What follows belongs to an exercise in optimizing a design on an open flow for small area, a short achievable clock period and few clock cycles per item; a production flow would make more cautious choices. Only simulation tests tie the RTL to the original design; equivalence was not proved. No driver is modelled on the clock port, so clock power and skew are understated where the tree is cut down; a real chip needs a root buffer or a tree. Power and IR drop assume default switching activity.

Setup of v6:
// fc_layer
module fc_layer #(
    parameter IN_SIZE = 75,
    parameter OUT_SIZE = 10,
    parameter DATA_WIDTH = 16
)(
    input  wire clk,
    input  wire reset_n,
    input  wire start_fc,
    input  wire data_valid,
    input  wire signed [DATA_WIDTH-1:0] map_in_serial,
    input  wire signed [DATA_WIDTH-1:0] weight_serial,
    input  wire signed [DATA_WIDTH-1:0] bias_serial,
    output reg finish_fc,
    output reg signed [DATA_WIDTH-1:0] predict_out,
    output reg predict_out_valid
);
    localparam IDLE = 2'd0, LD_X = 2'd1, LD_W = 2'd2, LD_B = 2'd3;
    reg [1:0] phase;
    reg [6:0] cnt_i;      
    reg [3:0] cnt_o;      
    reg en;               
    reg first;            
    reg lastp;            
    reg push;             
    reg push2;            
    wire ld_x = data_valid && (phase == LD_X);
    wire ld_w = data_valid && (phase == LD_W);
    wire ld_b = data_valid && (phase == LD_B);
    wire last_b = (cnt_o == OUT_SIZE-1);
    reg [7:0] neg, one, two;
    always @(posedge clk or negedge reset_n) begin
        if (!reset_n) begin
            phase <= IDLE;
            cnt_i <= 7'd0;
            cnt_o <= 4'd0;
            en <= 1'b0;
            first <= 1'b0;
            lastp <= 1'b0;
            push <= 1'b0;
            push2 <= 1'b0;
            predict_out_valid <= 1'b0;
            finish_fc <= 1'b0;
        end else begin
            en <= ld_w;
            first <= ld_w && (cnt_i == 7'd0);
            lastp <= ld_w && (cnt_i == IN_SIZE-1) && (cnt_o != OUT_SIZE-1);
            push <= lastp;
            push2 <= push;
            predict_out_valid <= ld_b;
            finish_fc <= ld_b && last_b;
            if (start_fc) begin
                phase <= LD_X;
                cnt_i <= 7'd0;
                cnt_o <= 4'd0;
            end else if (data_valid) begin
                case (phase)
                    LD_X: begin
                        if (cnt_i == IN_SIZE-1) begin
                            cnt_i <= 7'd0;
                            phase <= LD_W;
                        end else
                            cnt_i <= cnt_i + 7'd1;
                    end
                    LD_W: begin
                        if (cnt_i == IN_SIZE-1) begin
                            cnt_i <= 7'd0;
  ...
Size in the first run: ~2600 cells after synthesis, about 1500 flip-flops, ~0.052 mm2 of cells after synthesis.
==> flow/config.mk <==
export PLATFORM = sky130hd
export DESIGN_NAME = fc_layer
export DESIGN_NICKNAME = fc_layer
export VERILOG_FILES = /design/flow/design.v
export SDC_FILE = /design/flow/constraint.sdc
export NUM_CORES = 4
export LEC_CHECK = 0
export CAP_MARGIN = 20
export CORE_MARGIN = 2
export CORE_UTILIZATION = 50
export CTS_BUF_LIST = sky130_fd_sc_hd__clkbuf_8 sky130_fd_sc_hd__clkbuf_16
export CTS_CLUSTER_DIAMETER = 100
export CTS_CLUSTER_SIZE = 30
export PLACE_DENSITY = 0.6
export SLEW_MARGIN = 20
export SYNTH_MEMORY_MAX_BITS = 16384
==> flow/constraint.sdc <==
create_clock -name core_clock -period 15.0 [get_ports {clk}]
set_input_delay 3.0000 -clock core_clock [delete_from_list [all_inputs] [get_ports {clk}]]
set_output_delay 3.0000 -clock core_clock [all_outputs]
set_load 0.01 [all_outputs]
standard.sh (not shown) runs the stock make flow with config.mk's settings and CLKGATE_MAP_FILE= SYNTH_SCRIPT=/design/flow/synth_recipe.tcl, a recipe that flattens the netlist after the stock synthesis.
==> flow/flow/run.sh <==
#!/bin/bash
# Standard ORFS layout (the standard.sh, unchanged synthesis and steps).
# Only difference: the resizer's repair_timing is asked for a setup margin,
# so it works on paths well below the 15 ns period, and ABC maps for a
# shorter period. The SDC (period, I/O delays, loads) is not changed.
set -euo pipefail
bash standard.sh SETUP_SLACK_MARGIN=11.0 ABC_CLOCK_PERIOD_IN_PS=3800 finish > standard_flow.log 2>&1
Testbench counts of v6, summed over its fixed seeds: cycles 53,504, images 64.
What v7 does differently from v6 at the input level:
- a deleted CTS_BUF_LIST that had been sky130_fd_sc_hd__clkbuf_8 sky130_fd_sc_hd__clkbuf_16
Notes after the runs:
- Overall routed net length is lower on v6
- Per the comparison of v7 with v6, total negative slack saw little to no change, number of flops mapped to enable cells by yosys about even, via count went up 184, power rose about 0.35%, total power density per cell area about even.
- Fraction of area in registers on v7 is down relative to v6.

---

fc_layer, a different RTL version from the one above (not shown whole).
Size in the first run: about 2500 cells after synthesis, roughly 1500 flip-flops, about 70 I/O pins, roughly 52000 sq um of cells after synthesis.
export LEC_CHECK = 0
export CAP_MARGIN = 20
export CORE_MARGIN = 2
export CORE_UTILIZATION = 65
export CTS_CLUSTER_DIAMETER = 100
export CTS_CLUSTER_SIZE = 30
export PLACE_DENSITY = 0.7
export SLEW_MARGIN = 20
export SYNTH_MEMORY_MAX_BITS = 16384
create_clock -name core_clock -period 15.0 [get_ports {clk}]
==> flow/flow/run.sh <==
#!/bin/bash
# Standard ORFS layout (the standard.sh: ORFS synthesis and steps).
# Differences:
# - synthesis skips Yosys's early "abc -fast" (SYNTH_ARGS=-noabc), so the
#   full adders written out in the RTL are extracted without inverters
#   between them; registers (names and cells) are the same as the standard
#   synthesis, and ORFS's own ABC mapping still runs;
# - the resizer's repair_timing is asked for a setup margin, so it works on
#   paths well below the 15 ns period; ABC maps for a shorter period;
# - ports get buf_1 buffers (the resizer upsizes them where timing needs it);
# - CTS inserts no dummy loads;
set -euo pipefail
VARS=(SYNTH_ARGS=-noabc SETUP_SLACK_MARGIN=11.2 ABC_CLOCK_PERIOD_IN_PS=3800
  "BUFFER_PORTS_ARGS=-buffer_cell sky130_fd_sc_hd__buf_1"
  "CTS_ARGS=-sink_clustering_enable -repair_clock_nets -sink_clustering_size 30 -sink_clustering_max_diameter 100 -dont_use_dummy_load")
bash standard.sh "${VARS[@]}" cts > standard_flow_cts.log 2>&1
ODB=orfs/results/sky130hd/fc_layer/base/4_cts.odb CLK_PORT=clk \
  openroad -no_init -exit flow/noroot.tcl > noroot.log 2>&1
bash standard.sh "${VARS[@]}" finish > standard_flow_finish.log 2>&1
==> flow/flow/noroot.tcl <==
read_db $::env(ODB)
set block [ord::get_db_block]
set clkport [$block findBTerm $::env(CLK_PORT)]
set clknet [$clkport getNet]
set its [$clknet getITerms]
puts "noroot: clock port net [$clknet getName] has [llength $its] cell pins"
if {[llength $its] != 1} { puts "noroot: unexpected, leaving the tree as it is"; exit 0 }
set rootA [lindex $its 0]
set root [$rootA getInst]
set master [[$root getMaster] getName]
if {![string match "sky130_fd_sc_hd__clkbuf_*" $master]} { puts "noroot: root is $master, leaving"; exit 0 }
set rootX [$root findITerm X]
set net0 [$rootX getNet]
set sinks {}
foreach it [$net0 getITerms] {
  if {[$it getInst] ne $root} { lappend sinks $it }
}
puts "noroot: root [$root getName] ($master) drives [llength $sinks] pins"
if {[llength $sinks] > 4 || [llength [$net0 getBTerms]] > 0} { puts "noroot: too many, leaving"; exit 0 }
foreach it $sinks {
  set m [[[$it getInst] getMaster] getName]
  if {![string match "sky130_fd_sc_hd__clkbuf_*" $m]} { puts "noroot: sink is $m, leaving"; exit 0 }
}
foreach it $sinks {
  $it disconnect
  $it connect $clknet
}
$rootA disconnect
$rootX disconnect
odb::dbInst_destroy $root
odb::dbNet_destroy $net0
puts "noroot: clock port now drives [llength [$clknet getITerms]] pins"
write_db $::env(ODB)
The baseline ran to the end with no violations.
Testbench counts at the start, summed over its fixed seeds: cycles 53,568, images 64.
Then changed:
--- a/flow/flow/run.sh
+++ b/flow/flow/run.sh
@@ -10 +10 @@
-# - ports get buf_1 buffers (the resizer upsizes them where timing needs it);
+# - ports get buf_2 buffers (the resizer upsizes them where timing needs it);
@@ -14 +14 @@
-  "BUFFER_PORTS_ARGS=-buffer_cell sky130_fd_sc_hd__buf_1"
+  "BUFFER_PORTS_ARGS=-buffer_cell sky130_fd_sc_hd__buf_2"
Settings changed: PLACE_DENSITY 0.7 to 0.75.
Synthesized area is unchanged.
Worst hold slack is better by 7.9 ps.
Maximum frequency went down slightly.
Die area stays the same.
Final area stays flat.
Global-route usage climbs by 0.80 points.
Setup slack is worse by 32 ps.
Then changed:
--- a/flow/flow/run.sh
+++ b/flow/flow/run.sh
@@ -10 +10 @@
-# - ports get buf_2 buffers (the resizer upsizes them where timing needs it);
+# - ports get buf_1 buffers (the resizer upsizes them where timing needs it);
@@ -13,2 +13,2 @@
-VARS=(SYNTH_ARGS=-noabc SETUP_SLACK_MARGIN=11.2 ABC_CLOCK_PERIOD_IN_PS=3800
-  "BUFFER_PORTS_ARGS=-buffer_cell sky130_fd_sc_hd__buf_2"
+VARS=(SYNTH_ARGS=-noabc SETUP_SLACK_MARGIN=11.15 ABC_CLOCK_PERIOD_IN_PS=3800
+  "BUFFER_PORTS_ARGS=-buffer_cell sky130_fd_sc_hd__buf_1"
Settings changed: CORE_UTILIZATION 65 to 60.0, PLACE_DENSITY 0.75 to 0.7.
After rerunning: Via count goes down slightly; final area hardly moves; cell count goes up by a few percent; worst setup slack gets better by 17 ps; wire length goes down by a little under a tenth; power goes down slightly; utilization goes down by 5.2 points.

---

Another version of the RTL of fc_layer (not shown whole).
Size: ~2500 cells after synthesis, roughly 1500 flip-flops, ~70 I/O pins.
clock: 15.0 ns
lec_check: 0
cap_margin: 20
core_margin: 2
core_utilization: 65
cts_cluster_diameter: 100
cts_cluster_size: 30
place_density: 0.75
slew_margin: 20
synth_memory_max_bits: 16384
==> flow/flow/run.sh <==
#!/bin/bash
# Standard ORFS layout (the standard.sh: ORFS synthesis and steps).
# Differences:
# - synthesis skips Yosys's early "abc -fast" (SYNTH_ARGS=-noabc), so the
#   full adders written out in the RTL are extracted without inverters
#   between them; registers (names and cells) are the same as the standard
#   synthesis, and ORFS's own ABC mapping still runs;
# - the resizer's repair_timing is asked for a setup margin, so it works on
#   paths well below the 15 ns period; ABC maps for a shorter period;
# - ports get buf_1 buffers (the resizer upsizes them where timing needs it);
# - CTS inserts no dummy loads.
# The SDC (period, I/O delays, loads) is not changed.
set -euo pipefail
bash standard.sh SYNTH_ARGS=-noabc SETUP_SLACK_MARGIN=10.8 ABC_CLOCK_PERIOD_IN_PS=3800 \
  "BUFFER_PORTS_ARGS=-buffer_cell sky130_fd_sc_hd__buf_1" \
  "CTS_ARGS=-sink_clustering_enable -repair_clock_nets -sink_clustering_size 30 -sink_clustering_max_diameter 100 -dont_use_dummy_load" \
  finish > standard_flow.log 2>&1
The baseline finished clean.
Testbench counts at the start, summed over its fixed seeds: cycles 53,568, images 64.
Edit:
==> flow/flow/run.sh (replaced) <==
#!/bin/bash
# Standard ORFS layout (the standard.sh, unchanged synthesis and steps).
# Differences: the resizer's repair_timing is asked for a setup margin, so it
# works on paths well below the 15 ns period; ABC maps for a shorter period;
# ports get buf_1 buffers (the resizer upsizes them where timing needs it);
# CTS inserts no dummy loads. The SDC (period, I/O delays, loads) is not changed.
set -euo pipefail
bash standard.sh SETUP_SLACK_MARGIN=10.8 ABC_CLOCK_PERIOD_IN_PS=3800 \
  "BUFFER_PORTS_ARGS=-buffer_cell sky130_fd_sc_hd__buf_1" \
  "CTS_ARGS=-sink_clustering_enable -repair_clock_nets -sink_clustering_size 30 -sink_clustering_max_diameter 100 -dont_use_dummy_load" \
  finish > standard_flow.log 2>&1
Settings changed: CORE_UTILIZATION 65 to 75, PLACE_DENSITY 0.75 to 0.85.
Result: The new run produced a clean layout; flip-flop and latch count does not change; die area drops by 13%; wire length climbs by 15%; final cell count hardly moves.
Edit:
==> flow/flow/run.sh (replaced) <==
#!/bin/bash
# Standard ORFS layout (the standard.sh: ORFS synthesis and steps).
# Differences:
# - synthesis skips Yosys's early "abc -fast" (SYNTH_ARGS=-noabc), so the
#   full adders written out in the RTL are extracted without inverters
#   between them; registers (names and cells) are the same as the standard
#   synthesis, and ORFS's own ABC mapping still runs;
# - the resizer's repair_timing is asked for a setup margin, so it works on
#   paths well below the 15 ns period; ABC maps for a shorter period;
# - ports get buf_1 buffers (the resizer upsizes them where timing needs it);
# - CTS inserts no dummy loads.
# The SDC (period, I/O delays, loads) is not changed.
set -euo pipefail
bash standard.sh SYNTH_ARGS=-noabc SETUP_SLACK_MARGIN=10.95 ABC_CLOCK_PERIOD_IN_PS=3800 \
  "BUFFER_PORTS_ARGS=-buffer_cell sky130_fd_sc_hd__buf_1" \
  "CTS_ARGS=-sink_clustering_enable -repair_clock_nets -sink_clustering_size 30 -sink_clustering_max_diameter 100 -dont_use_dummy_load" \
  finish > standard_flow.log 2>&1
Settings changed: CORE_UTILIZATION 75 to 65, PLACE_DENSITY 0.85 to 0.75.
The new run completed with no timing, DRC or antenna violations.
Clock skew is about the same.
Global-route usage drops by 5.9 points.
Routed wire length drops by 12%.
Fmax climbs by 1.1%.
Sequential power drops by about 3%.
First-iteration DRC count drops by 30%.
Total power drops by 5.1%.
Synthesized cell count drops by 3.8%.
Synthesized area drops by 0.58%.
Setup slack improves by 44 ps.
Via count drops by 6.4%.
Edit:
==> flow/flow/run.sh (replaced) <==
#!/bin/bash
# Standard ORFS layout (the standard.sh, unchanged synthesis and steps).
# Differences: the resizer's repair_timing is asked for a setup margin, so it
# works on paths well below the 15 ns period; ABC maps for a shorter period;
# ports get buf_1 buffers (the resizer upsizes them where timing needs it);
# CTS inserts no dummy loads. The SDC (period, I/O delays, loads) is not changed.
set -euo pipefail
bash standard.sh SETUP_SLACK_MARGIN=10.8 ABC_CLOCK_PERIOD_IN_PS=3800 \
  "BUFFER_PORTS_ARGS=-buffer_cell sky130_fd_sc_hd__buf_1" \
  "CTS_ARGS=-sink_clustering_enable -repair_clock_nets -sink_clustering_size 30 -sink_clustering_max_diameter 100 -dont_use_dummy_load" \
  finish > standard_flow.log 2>&1
Synthesized cell count rises by 3.9%.
Sequential cell count does not change.
Power went up by 4.9%.
Non-clock buffer count fell by 3.
Wire length falls by 4.1%.

---

Another version of the RTL of fc_layer (not shown whole).
For scale: about 2500 cells after synthesis, roughly 1500 flip-flops, roughly 70 I/O pins, ~52000 sq um of cells after synthesis.
==> flow/config.mk <==
export PLATFORM = sky130hd
export DESIGN_NAME = fc_layer
export DESIGN_NICKNAME = fc_layer
export VERILOG_FILES = /design/flow/design.v
export SDC_FILE = /design/flow/constraint.sdc
export NUM_CORES = 4
export LEC_CHECK = 0
export CAP_MARGIN = 20
export CORE_MARGIN = 2
export CORE_UTILIZATION = 65
export CTS_CLUSTER_DIAMETER = 100
export CTS_CLUSTER_SIZE = 30
export PLACE_DENSITY = 0.75
export SLEW_MARGIN = 20
export SYNTH_MEMORY_MAX_BITS = 16384
==> flow/constraint.sdc <==
create_clock -name core_clock -period 15.0 [get_ports {clk}]
set_input_delay 3.0000 -clock core_clock [delete_from_list [all_inputs] [get_ports {clk}]]
set_output_delay 3.0000 -clock core_clock [all_outputs]
set_load 0.01 [all_outputs]
==> flow/flow/run.sh <==
#!/bin/bash
# Standard ORFS layout (the standard.sh: ORFS synthesis and steps).
# Differences:
# - synthesis skips Yosys's early "abc -fast" (SYNTH_ARGS=-noabc), so the
#   full adders written out in the RTL are extracted without inverters
#   between them; registers (names and cells) are the same as the standard
#   synthesis, and ORFS's own ABC mapping still runs;
# - the resizer's repair_timing is asked for a setup margin, so it works on
#   paths well below the 15 ns period; ABC maps for a shorter period;
# - ports get buf_1 buffers (the resizer upsizes them where timing needs it);
# - CTS inserts no dummy loads;
set -euo pipefail
VARS=(SYNTH_ARGS=-noabc SETUP_SLACK_MARGIN=10.95 ABC_CLOCK_PERIOD_IN_PS=3800
  "BUFFER_PORTS_ARGS=-buffer_cell sky130_fd_sc_hd__buf_1"
  "CTS_ARGS=-sink_clustering_enable -repair_clock_nets -sink_clustering_size 30 -sink_clustering_max_diameter 100 -dont_use_dummy_load")
bash standard.sh "${VARS[@]}" cts > standard_flow_cts.log 2>&1
ODB=orfs/results/sky130hd/fc_layer/base/4_cts.odb CLK_PORT=clk \
  openroad -no_init -exit flow/noroot.tcl > noroot.log 2>&1
bash standard.sh "${VARS[@]}" finish > standard_flow_finish.log 2>&1
Scripts as last shown in full above: flow/flow/noroot.tcl
Testbench counts at the start, summed over its fixed seeds: cycles 53,568, images 64.
Change:
==> flow/flow/run.sh (replaced) <==
#!/bin/bash
# Standard ORFS layout (the standard.sh: ORFS synthesis and steps).
# Differences:
# - synthesis skips Yosys's early "abc -fast" (SYNTH_ARGS=-noabc), so the
#   full adders written out in the RTL are extracted without inverters
#   between them; registers (names and cells) are the same as the standard
#   synthesis, and ORFS's own ABC mapping still runs;
# - the resizer's repair_timing is asked for a setup margin, so it works on
#   paths well below the 15 ns period; ABC maps for a shorter period;
# - ports get buf_1 buffers (the resizer upsizes them where timing needs it);
# - CTS inserts no dummy loads.
# The SDC (period, I/O delays, loads) is not changed.
set -euo pipefail
bash standard.sh SYNTH_ARGS=-noabc SETUP_SLACK_MARGIN=10.8 ABC_CLOCK_PERIOD_IN_PS=3800 \
  "BUFFER_PORTS_ARGS=-buffer_cell sky130_fd_sc_hd__buf_1" \
  "CTS_ARGS=-sink_clustering_enable -repair_clock_nets -sink_clustering_size 30 -sink_clustering_max_diameter 100 -dont_use_dummy_load" \
  finish > standard_flow.log 2>&1
Settings changed: CORE_UTILIZATION 65 to 60.0, PLACE_DENSITY 0.75 to 0.7.
removed: flow/flow/noroot.tcl
The new run produced a clean layout.
Count of clock-buffer cells in the layout is higher by 1.
Core utilization is lower by 5.5 points.
Non-clock buffer count went down by 24.
Total power is lower by 0.40%.
Final area stays flat.

## re-timing with driven ports
The flow's constraints put no driver on any port. The routed layouts listed below were extracted and timed again, unchanged, in two steps.
Step 1 sets driving cells, clkbuf_16 on the clock port and buf_2 on the other inputs (assumed; they add their load-dependent delay and slew).
Step 2 also shifts input and output timing later by t, the mid clock arrival at the registers, as if the neighbouring blocks saw the same clock.
Slacks: no drivers / after step 1 / after step 2; pairs: no drivers / after step 1.
run | shift t [ns] | setup slack, ns | latest minus earliest clock arrival (ns) | pins driven straight from the clock port
v6 | 0.751 | 10.759 / 10.688 / 10.255 | 0.040 / 0.040 | 1
v7 | 0.751 | 10.761 / 10.690 / 10.258 | 0.036 / 0.036 | 1
the first run of note 2 | 0.557 | 11.087 / 10.966 / 10.752 | 0.083 / 0.084 | 4
the second run of note 2 | 0.580 | 11.055 / 10.929 / 10.787 | 0.092 / 0.092 | 4
the third run of note 2 | 0.574 | 11.072 / 10.946 / 10.740 | 0.059 / 0.060 | 4
the first run of note 3 | 0.694 | 10.871 / 10.806 / 10.631 | 0.074 / 0.074 | 1
the second run of note 3 | 0.730 | 10.825 / 10.764 / 10.510 | 0.078 / 0.079 | 1
the third run of note 3 | 0.693 | 10.870 / 10.805 / 10.594 | 0.076 / 0.076 | 1
the fourth run of note 3 | 0.688 | 10.846 / 10.782 / 10.550 | 0.117 / 0.116 | 1
the first run of note 4 | 0.540 | 11.056 / 10.941 / 10.660 | 0.078 / 0.077 | 4
the second run of note 4 | 0.682 | 10.860 / 10.797 / 10.296 | 0.076 / 0.077 | 1
After both steps setup and hold are still met in every run listed. For the second run of note 4, which loses most, drivers alone change the setup slack by -0.063 ns; drivers and shift together by -0.564 ns.
